What follows belongs to an exercise in optimizing a design on an open flow for small area; a production flow would make more cautious choices. In this exercise RTL edits were held to simulation tests only and were not proved equivalent to the original.

### design/flow/config.mk
export PLATFORM = sky130hd
export DESIGN_NAME = hsv_rgb_pwm
export DESIGN_NICKNAME = hsv_rgb_pwm
export VERILOG_FILES = /design/flow/design.v
export SDC_FILE = /design/flow/constraint.sdc
export NUM_CORES = 4
export LEC_CHECK = 0
export CAP_MARGIN = 20
export CORE_MARGIN = 2
export CORE_UTILIZATION = 40
export SLEW_MARGIN = 20
### design/flow/constraint.sdc
create_clock -name core_clock -period 70.0 [get_ports {clk}]
set_input_delay 14.0000 -clock core_clock [delete_from_list [all_inputs] [get_ports {clk}]]
set_output_delay 14.0000 -clock core_clock [all_outputs]
set_load 0.01 [all_outputs]
### design/flow/design.v
`timescale 1ns / 1ps
module hsv_to_rgb(
    input [8:0] Hue,Saturation ,Value, 
    input clk, reset,
    output reg [7:0] R,G,B
        );
    integer Hi, Vmin,a, Vinc, Vdec, v;
    reg [7:0] sostR, sostG, sostB;
    reg [7:0] nR, nG, nB;                    
    always@(posedge clk) begin
        if (reset==1) begin                      
            Hi <= 0;
            Vmin <= 0;
            a <= 0;   
            Vinc <= 0;
            Vdec <= 0;
            v <= 0;   
            R <= 8'b0;
            G <= 8'b0;
            B <= 8'b0;
            sostR<=0;
            sostG<=0;
            sostB<=0;
        end
        else begin                               
             Hi = (Hue/60)%6;
             Vmin = (100-Saturation)*Value/100;
             a = (Value-Vmin)* (Hue%60)/60;
             Vinc = Vmin + a;
             Vdec = Value - a; 
             Vinc = Vinc + Vinc + Vinc/2;
             Vdec = Vdec + Vdec + Vdec/2;
             Vmin = Vmin + Vmin + Vmin/2;
             v = Value + Value + Value/2;
             sostR = R;
             sostG = G;
             sostB = B;
             nR = R;
             nG = G;
             nB = B;
             case (Hi)
                   0  : begin nR = v; nG = Vinc; nB =Vmin; end
                   1  : begin nR = Vdec; nG = v; nB =Vmin; end
                   2  : begin nR = Vmin; nG = v; nB =Vinc; end
                   3  : begin nR = Vmin; nG = Vdec; nB =v; end
                   4  : begin nR = Vinc; nG = Vmin; nB =v; end
                   5  : begin nR = v; nG = Vmin; nB =Vdec; end
                   default :  begin nR = 0; nG = 0; nB =0; end
             endcase
             if ((sostR>10)&&(nR==0)) nR = 255;
             if ((sostG>10)&&(nG==0)) nG = 255;
             if ((sostB>10)&&(nB==0)) nB = 255;
             R <= nR;
             G <= nG;
             B <= nB;
             end
        end
endmodule
`timescale 1ns / 1ps
module PWM(
    input [7:0] R,G,B,
    input clk, reset,
    output reg [2:0]rgb_led_tri_o
    );
    reg[8:0] counter;
    integer temp1,temp2,temp3;
    reg sostR,sostG,sostB;
    always@(posedge clk)
    begin
        if (reset==1) begin                          
            rgb_led_tri_o <= 0;
            temp1<=0;
            temp2<=0;
            temp3<=0;
            counter <= 0;
        end
        else begin
            if ((temp1!=R)|(temp2!=G)|(temp3!=B)) begin  
                counter = 0;
                temp1 = R;
                temp2 = G;
                temp3 = B;
            end
            if(counter<R)                              
                rgb_led_tri_o[0] <=1'b1;
            else 
                rgb_led_tri_o[0] <=1'b0;
            if(counter<G) 
                rgb_led_tri_o[1] <=1'b1;
            else 
                rgb_led_tri_o[1] <=1'b0;
            if(counter<B) 
                   rgb_led_tri_o[2] <=1'b1;
            else 
                   rgb_led_tri_o[2] <=1'b0;    
            counter<=counter+1;
        end
    end
endmodule
`timescale 1ns / 1ps
module hsv_rgb_pwm(
    input clk,
    input reset,
    input [8:0] Hue,
    input [8:0] Saturation,
    input [8:0] Value,
    output [7:0] R,
    output [7:0] G,
    output [7:0] B,
    output [2:0] rgb_led_tri_o
    );
    hsv_to_rgb hsv_to_rgb_0 (
        .Hue(Hue), .Saturation(Saturation), .Value(Value),
        .clk(clk), .reset(reset),
        .R(R), .G(G), .B(B));
    PWM PWM_0 (
        .R(R), .G(G), .B(B),
        .clk(clk), .reset(reset),
        .rgb_led_tri_o(rgb_led_tri_o));
endmodule
### design/flow/run.sh
#!/bin/bash
# synth_recipe.tcl (not shown) runs the flow's synth.tcl, then flattens the netlist and writes it again
# the make line also repeats each setting of config.mk as NAME=value (left out here)
make -C /OpenROAD-flow-scripts/flow DESIGN_CONFIG=/design/flow/config.mk WORK_HOME=/design/flow/orfs CLKGATE_MAP_FILE= SYNTH_SCRIPT=/design/flow/synth_recipe.tcl finish
==> results of run 1 <==
[worst max-delay path, delay by kind of cell]
| kind | cells | cell delay (ns) |
|---|---|---|
| xor+xnor | 10 | 2.50 |
| mux | 8 | 2.27 |
| fa+ha+maj | 26 | 10.75 |
| compound gates | 80 | 21.27 |
| buf+inv | 15 | 1.82 |
| simple gates | 56 | 12.80 |
[layer usage]
metal | track usage [%] | vias up
met5 | 0 | -
met3 | 1.14 | 73
met4 | 2.92 | 0
met1 | 28.2 | 12700
li1 | - | 12500
met2 | 35.4 | 603
[synthesized netlist by cell type (11+ instances only)]
cell type,number,area (um^2)
o21a_1,24,180
buf_2,16,80.1
or3_1,30,188
a211oi_1,33,248
nor3_1,47,235
o21ai_1,21,105
and4_1,11,96.3
o22ai_1,19,119
o221ai_1,13,114
nor2_1,251,942
clkbuf_1,85,319
nand3_1,93,465
o211ai_1,30,225
xor2_1,75,657
o21ba_2,13,130
o21ai_0,109,546
mux2i_1,19,190
or2_2,19,119
a222oi_1,13,130
xnor2_1,160,1400
a21o_1,47,353
ha_1,231,2890
fa_1,498,9970
inv_1,765,2870
nand2_1,332,1250
nand2b_1,54,338
nor2b_1,41,257
a22oi_1,17,128
dfxtp_1,60,1200
and2_1,94,588
nand4_1,24,150
nor4_1,20,125
a21oi_1,165,826
and3_1,27,169
o31ai_1,13,97.6
a31oi_1,23,144
o21bai_1,23,173
[cell usage in the layout (no fill, tap or decap), drive strengths merged, types with 41 or more instances in the layout]
cell type,n
a21oi,171
xor2,76
fa,498
a21o,48
ha,231
inv,766
nor2b,41
xnor2,162
nor3,54
nand2b,54
conb,137
nor2,253
dfxtp,60
clkdlybuf4s50,54
nand3,93
o21ai,134
nand2,332
and2,95
[logic make-up (layout without fill, tap and decap cells)]
family | count (synthesis) | count (layout)
flip-flops | 60 | 60
AO/OA/AOI/OAI | 742 | 742
XOR/XNOR | 239 | 239
other | 2 | 137
adder cells (fa/ha/maj) | 741 | 741
multiplexers | 28 | 28
AND/OR/NAND/NOR | 1087 | 1087
buffers and inverters | 871 | 873
[flip-flops by register name, indices dropped and copies added (netlist names)]
name                 count
PWM_0.counter            9
PWM_0.temp1              8
hsv_to_rgb_0.R           8
PWM_0.temp3              8
PWM_0.temp2              8
hsv_to_rgb_0.B           8
hsv_to_rgb_0.G           8
PWM_0.rgb_led_tri_o      3
[how the worst min path moves through the flow]
stage / end / slack [ns] / cells past startpoint
2_1_floorplan: PWM_0.counter[8]$_SDFF_PP0_ / 0.46 / 2
3_3_place_gp: PWM_0.counter[8]$_SDFF_PP0_ / 0.48 / 2
3_5_place_dp: PWM_0.counter[8]$_SDFF_PP0_ / 0.49 / 2
4_1_cts: PWM_0.counter[8]$_SDFF_PP0_ / 0.50 / 2
5_1_grt: PWM_0.counter[8]$_SDFF_PP0_ / 0.53 / 2
6_report: PWM_0.counter[8]$_SDFF_PP0_ / 0.50 / 2
[through the flow]
stage	util, %	std cells	area [um^2]	setup slack, ns	hold WS (ns)
2_1_floorplan	-	3905	31100	11.82	0.459
3_3_place_gp	43.2	4869	32800	4.01	0.481
3_5_place_dp	43.2	4869	32800	2.93	0.490
4_1_cts	43.7	4885	33100	3.10	0.502
5_1_grt	43.7	4885	33200	0.113	0.528
6_report	43.7	4885	33200	4.71	0.498
[layout make-up]
class	instances	area share (%)
multi-input combinational	2974	80.6
inverter	766	8.67
tap	978	3.69
sequential	60	3.62
timing repair buffer	91	2.46
clock buffer	11	0.732
clock inverter	5	0.226
==> impl_results.md, run 1 <==
- Status: no timing/DRC/antenna violations
- Avg WL per Cell: 16.1 um
- Met2 Wirelength: 37.8 mm
- Synth Area in Simple Gates: 17.4%
- Number of synthesized flops with an enable pin: 0
- Largest family of logic cells by synthesized area: adder cells
- Antenna cell count: 0
- Met1 Wirelength: 36.5 mm
- Worst Clk Skew: 0.00616 ns
- Gr usage total: 20.3%
- PortBufs: 55
- Cts hold-fix bufs: 0
- Drt total wl: 78.5 mm
- I/O Pins: 56
- CTS tree: done
- Net count, final: 4660
- TNS Setup: 0 ns
- Final max-slew violation count: 0
- Syn Inst Count: 3770
- WP data required: 70.26 ns
- Register area: 1200 um^2
- Dpl hpwl: 65.6 mm
- Worst-margin pin slew: 0.995 ns
- Final ANT Viol Nets: 0
- Initial antenna violation count: 0
- GP Congestion: 0.905
- Top Layer Used: met4
- Fillers: 7639
- Num CTS Buffers: 9
- Register area share after synthesis: 3.92%
- R2R Path End: PWM_0.rgb_led_tri_o[2]$_SDFF_PP0_
- Gr ovfl total: 0
- Postcts setup bufs: 0
- TritonRoute pass-1 iters: 6
- Drt drc: 0
- F_max: 15.3 MHz
- Avg Inst Size Synth: 8.13 um^2
- Clock Tree Buf Depth: 2
- Multiplexer area fraction after synthesis: 0.980%
- Startpoint Class: input pin
- Reg2reg start: hsv_to_rgb_0.G[0]$_SDFF_PP0_
- Worst path max stage delay: 0.57 ns
- Resized Gates After CTS: 0
- Min-delay src: PWM_0.counter[8]$_SDFF_PP0_
- Met3 wire length: 3.15 mm
- Final hold vios: 0
- Initial Util: 40.4%
- Number of library cell types mapped by synthesis: 127
- RSZ-0062 raised after global routing: false
- Crit. End Element: register
- Critical path's slowest cell: fa_1
- Clk sinks: 60
- Crit path DAT: 65.56 ns
- Vias in the first global route: 25800
- CP Class: in2reg
- Die Y: 281 um
- First-pass GRT wire length: 132 mm
- R2R depth: 15
- Area of the multi-input gates: 26700 um^2
- Die area: 78800 um^2
- Crit path to: hsv_to_rgb_0.B[4]$_SDFF_PP0_
- Compound-Gate Fraction of Synth Area: 17.6%
- Core area: 75800 um^2
- Initial drt markers: 1777
- Site row count: 101
- Fin crit period: 65.29 ns
- Fin crit share: 93.3%
- Asr flop ratio synth: 0%
- Synth Register Bits: 60
- Layout cells sized above 1: 4.66%
- R2R Setup Slk: 66.12 ns
- Final setup fails: 0
- Vias: 25800
- Crit Path Max Fanout: 13
- Synth Warn #: 2
- Die X-Extent: 281 um
- Max-cap violations: 0
- Htree depth: 3
- Clock latency on the worst-skew pair: 0.32 ns
- Slew HR: 33.7%
- Largest net degree at the start of global routing: 63
- Synthesized area: 30600 um^2
- Post-Synth XOR/XNOR Area: 6.95%
- CP startpoint: Saturation[0]
- Synthesis-to-finish area growth: 8.26%
- Vias per cell: 5.29
- Min-Delay Path Class: reg2reg
- Clock Pin Slew Worst Setup and Hold Paths: 0.05 ns
- Synth Area in Adders: 42.4%
- CTS root buf: clkbuf_16
- Top_reg_cell synth: dfxtp_1
==> inputs of run 2 (changes only) <==
==> design/flow/design.v (replaced) <==
`timescale 1ns / 1ps
module hsv_to_rgb(
    input [8:0] Hue, Saturation, Value,
    input clk, reset,
    output reg [7:0] R, G, B,
    output restart
    );
    wire [6:0] S = Saturation[6:0];
    wire [6:0] V = Value[6:0];
    reg [2:0] Hi;
    reg [5:0] f;
    always @* begin
        if      (Hue < 9'd60)  begin Hi = 3'd0; f = Hue - 9'd0;   end
        else if (Hue < 9'd120) begin Hi = 3'd1; f = Hue - 9'd60;  end
        else if (Hue < 9'd180) begin Hi = 3'd2; f = Hue - 9'd120; end
        else if (Hue < 9'd240) begin Hi = 3'd3; f = Hue - 9'd180; end
        else if (Hue < 9'd300) begin Hi = 3'd4; f = Hue - 9'd240; end
        else if (Hue < 9'd360) begin Hi = 3'd5; f = Hue - 9'd300; end
        else                   begin Hi = 3'd0; f = 6'd0;         end
    end
    wire odd = Hi[0];
    wire [5:0] fd = odd ? 6'd60 - f : f;
    wire [13:0] sv = S * V;
    wire [6:0] d = (sv + 14'd99) / 14'd100;
    wire [6:0] m = V - d;
    wire [12:0] df = d * fd + (odd ? 13'd59 : 13'd0);
    wire [6:0] t = df / 13'd60;
    wire [6:0] mid = m + t;
    reg [1:0] sr, sg, sb;
    always @* begin
        case (Hi)
            3'd0: begin sr = 2'd0; sg = 2'd2; sb = 2'd1; end
            3'd1: begin sr = 2'd2; sg = 2'd0; sb = 2'd1; end
            3'd2: begin sr = 2'd1; sg = 2'd0; sb = 2'd2; end
            3'd3: begin sr = 2'd1; sg = 2'd2; sb = 2'd0; end
            3'd4: begin sr = 2'd2; sg = 2'd1; sb = 2'd0; end
            default: begin sr = 2'd0; sg = 2'd1; sb = 2'd2; end
        endcase
    end
    function [6:0] pick(input [1:0] s, input [6:0] v0, input [6:0] v1, input [6:0] v2);
        pick = (s == 2'd0) ? v0 : (s == 2'd1) ? v1 : v2;
    endfunction
    wire [6:0] xr = pick(sr, V, m, mid);
    wire [6:0] xg = pick(sg, V, m, mid);
    wire [6:0] xb = pick(sb, V, m, mid);
    function [7:0] level(input [6:0] x, input [7:0] cur);
        level = ({x, 1'b0} + x[6:1]) | {8{x == 7'd0 && (cur[7:4] != 4'd0 || cur[3:2] == 2'b11)}};
    endfunction
    wire [7:0] nR = level(xr, R);
    wire [7:0] nG = level(xg, G);
    wire [7:0] nB = level(xb, B);
    assign restart = reset || nR != R || nG != G || nB != B;
    always @(posedge clk) begin
        if (reset) begin
            R <= 8'd0; G <= 8'd0; B <= 8'd0;
        end else begin
            R <= nR; G <= nG; B <= nB;
        end
    end
endmodule
`timescale 1ns / 1ps
module PWM(
    input [7:0] R, G, B,
    input clk, reset, restart,
    output reg [2:0] rgb_led_tri_o
    );
    reg [8:0] c;
    always @(posedge clk) begin
        if (restart) c <= 9'd0;
        else         c <= c + 9'd1;
        if (reset) rgb_led_tri_o <= 3'b000;
        else rgb_led_tri_o <= {c < B, c < G, c < R};
    end
endmodule
`timescale 1ns / 1ps
module hsv_rgb_pwm(
    input clk,
    input reset,
    input [8:0] Hue,
    input [8:0] Saturation,
    input [8:0] Value,
    output [7:0] R,
    output [7:0] G,
    output [7:0] B,
    output [2:0] rgb_led_tri_o
    );
    wire restart;
    hsv_to_rgb hsv_to_rgb_0 (
        .Hue(Hue), .Saturation(Saturation), .Value(Value),
        .clk(clk), .reset(reset),
        .R(R), .G(G), .B(B), .restart(restart));
    PWM PWM_0 (
        .R(R), .G(G), .B(B),
        .clk(clk), .reset(reset), .restart(restart),
        .rgb_led_tri_o(rgb_led_tri_o));
endmodule
--- a/design/flow/config.mk
+++ b/design/flow/config.mk
@@ -6,4 +6,5 @@
 export NUM_CORES = 4
 export LEC_CHECK = 0
+export ABC_AREA = 1
 export CAP_MARGIN = 20
 export CORE_MARGIN = 2
==> run 2 against run 1 <==
Against the previous run:
- still clean
- core utilization up 0.94 points
- setup slack better by 33 ns
- clock skew fell by 0.0015 ns
- synthesized area is 70% lower
- non-clock buffer count decreased by 40
- maximum frequency rose by 99%
- via count down 67%
- first-iteration DRC count down 75%
==> impl_results.md, run 2 <==
- Number of library cell types mapped by synthesis: 49 (-61%)
- Layout cells sized above 1: 6.34% (+1.7 points)
- TritonRoute pass-1 iters: 5 (-1)
- TNS Setup: 0 ns (unchanged)
- Most common library cell in the layout ignoring fill and taps: nand2_1
- Biggest register: PWM_0.c
- Clock Pin Slew Worst Setup and Hold Paths: 0.06 ns (about the same)
- CP Class: in2reg
- Final max-slew violation count: 0 (unchanged)
- Largest net degree at the start of global routing: 25 (-60%)
- Fin crit share: 46.8% (-46 points)
- Synthesized area: 9140 um^2 (-70%)
- Worst Clk Skew: 0.00463 ns (-0.00153 ns)
- Synth Register Bits: 36 (-40%)
- Hold slack: 0.465 ns (-0.0322 ns)
- Startpoint Class: input pin
- Crit path DAT: 32.99 ns (-32.57 ns)
- Crit. End Element: register
- Top cells by count, synth: nand2_1 (359), inv_1 (292), ha_1 (118)
- Final setup fails: 0 (unchanged)
- Avg Inst Size Synth: 6.42 um^2 (-21%)
- Min-delay src: PWM_0.c[0]$_SDFF_PP0_
- Antenna cell count: 0 (unchanged)
- Initial antenna violation count: 0 (unchanged)
- Drt drc: 0 (unchanged)
- RSZ-0062 raised after global routing: false
- Drt total wl: 21.5 mm (-73%)
- Slew HR: 37.7% (+4.0 points)
- Gr ovfl total: 0 (unchanged)
- Largest cells by area after synthesis: ha_1 (16%), nand2_1 (15%), fa_1 (12%)
- CTS root buf: clkbuf_16
- Setup slack after layout: 37.22 ns (+32.52 ns)
- Vias in the first global route: 8275 (-68%)
- Largest delay share family, worst path: simple AND/OR/NAND/NOR gates
- Register area share after synthesis: 7.88% (+4.0 points)
- Num CTS Buffers: 5 (-4)
- Htree depth: 2 (-1)
- Top_reg_cell synth: dfxtp_1
- First-pass GRT wire length: 38.3 mm (-71%)
- Number of synthesized flops with an enable pin: 0 (unchanged)
- Fin crit period: 32.78 ns (-32.52 ns)
- Die X-Extent: 155 um (-45%)
- Initial drt markers: 453 (-75%)
- Net count, final: 1668 (-64%)
- Core area: 22600 um^2 (-70%)
- CP startpoint: Value[4]
- Most numerous cell in the Yosys netlist: nand2_1
- Clock Tree Buf Depth: 2 (unchanged)
- Crit Path Max Fanout: 11 (-2)
- Max FFs per register: 9 (unchanged)
- Status: no timing/DRC/antenna violations
- Cts hold-fix bufs: 0 (unchanged)
- Worst-margin pin slew: 0.932 ns (-0.0636 ns)
- Critical path's slowest cell: clkdlybuf4s50_1
- Fillers: 2405 (-69%)
- Resized Gates After CTS: 0 (unchanged)
- Postcts setup bufs: 0 (unchanged)
- Area leader, netlist: ha_1
- PortBufs: 51 (-7.3%)
- Synth Warn #: 2 (unchanged)
- Die area: 24100 um^2 (-69%)
- Die Y: 155 um (-45%)
- Clock latency on the worst-skew pair: 0.29 ns (-0.03 ns)
- CTS tree: done
- Clk sinks: 36 (-40%)
- F_max: 30.5 MHz (+99%)
- Min-Delay Path Class: reg2reg
- Avg WL per Cell: 12.3 um (-24%)
- Vias per cell: 4.89 (-7.5%)
- Reg2reg start: hsv_to_rgb_0.B[3]$_SDFF_PP0_
- Syn Inst Count: 1424 (-62%)
- Dpl hpwl: 18.5 mm (-72%)
- Crit path buffers/inverters: 12 (-3)
- Commonest cells after routing, fill and taps aside: nand2_1 (359), inv_1 (292), ha_1 (118)
- Site row count: 55 (-46%)
- Final ANT Viol Nets: 0 (unchanged)
- CP dominant cell by count: nand2_1
- Max-cap violations: 0 (unchanged)
- Yosys top cell area share: 16.1% (-16 points)
- Initial Util: 40.5% (+0.11 points)
- I/O Pins: 56 (unchanged)
- Worst path max stage delay: 0.69 ns (+0.12 ns)
- Gr usage total: 18.7% (-1.5 points)
- Vias: 8567 (-67%)
- Synthesis-to-finish area growth: 10.3%
- GP Congestion: 0.851 (-6.0%)
- Final hold vios: 0 (unchanged)
- Pre-CTS WS: 36.83 ns (+33.90 ns)
- WP data required: 70.22 ns (-0.04 ns)
- Asr flop ratio synth: 0% (unchanged)
-- run 2: changes by cell type in the layout (fill, tap and decap cells not counted), moves of 51 or more --
cell / change
inv_1: -473
and2_1: -91
ha_1: -113
nor2_1: -155
a21oi_1: -102
fa_1: -442
xnor2_1: -136
o21ai_0: -51
nand2b_1: -54
conb_1: -137
-- run 2: path summary, 6_finish.rpt --
check                                             end  slack [ns]  cells after the start
worst max-delay path            PWM_0.c[6]$_SDFF_PP0_       37.22                    120
worst min-delay path            PWM_0.c[0]$_SDFF_PP0_        0.47                      1
worst max register to register  PWM_0.c[6]$_SDFF_PP0_       66.97                     15
worst min register to register  PWM_0.c[0]$_SDFF_PP0_        0.47                      1
-- run 2: cell type report --
type                            count  area, um^2  area share, %
Clock inverter                      2        10.0         0.0993
Multi-Input combinational cell   1065        7200           71.4
Inverter                          306        1150           11.4
Sequential cell                    36         721           7.15
Tap cell                          285         357           3.54
Clock buffer                        6         139           1.38
Timing Repair Buffer               51         510           5.06
-- run 2: layer usage --
metal / track usage, % / up-vias / routed length, um
li1: - / 4567 / -
met1: 25.3 / 3857 / 10400
met2: 33.4 / 126 / 10200
met3: 1.11 / 17 / 546
met4: 3.32 / 0 / 312
met5: 0 / - / 0
-- run 2: cells by family after synthesis --
kind of cell               after synthesis  share of synthesized area, %
adders and majority gates              174                          28.4
DFF                                     36                          7.88
buffers and inverters                  323                          13.4
and+or+nand+nor                        626                          31.0
AOI/OAI and AO/OA                      198                          12.9
xor gates and xnor gates                67                          6.42
-- run 2: through the flow --
step / instances / area [um^2] / utilization (%)
2_1_floorplan: 1424 / 9140 / -
3_3_place_gp: 1743 / 9940 / 44.0
3_5_place_dp: 1743 / 9940 / 44.0
4_1_cts: 1751 / 10100 / 44.7
5_1_grt: 1751 / 10100 / 44.7
6_report: 1751 / 10100 / 44.7

afterwards: timing with drivers on the ports:
How much do the figures lean on ideal ports? The routed layouts below were timed once more, with nothing changed but the port constraints. Step 1: set_driving_cell puts a clkbuf_16 on clk and a buf_2 on each other input, an assumption about the parent block. Step 2, shift: input delay + t, output delay - t, t = (earliest + latest rising clock arrival at the registers) / 2. This alone moves slack from input paths to output paths. Three values: no drivers, after step 1, after step 2; two values: the first two.
run | t (ns) | setup slack, ns | worst hold slack (ns) | worst register clock-pin slew, ns
run 1 | 0.350 | 4.708 / 4.716 / 4.366 | 0.498 / 0.498 / 0.498 | 0.05 / 0.05
run 2 | 0.317 | 37.224 / 37.232 / 36.915 | 0.465 / 0.465 / 0.465 | 0.06 / 0.06
After both steps every run listed still meets setup and hold. The setup slack of run 1, which loses most, moves by +0.008 ns with the drivers and by -0.342 ns with both steps.
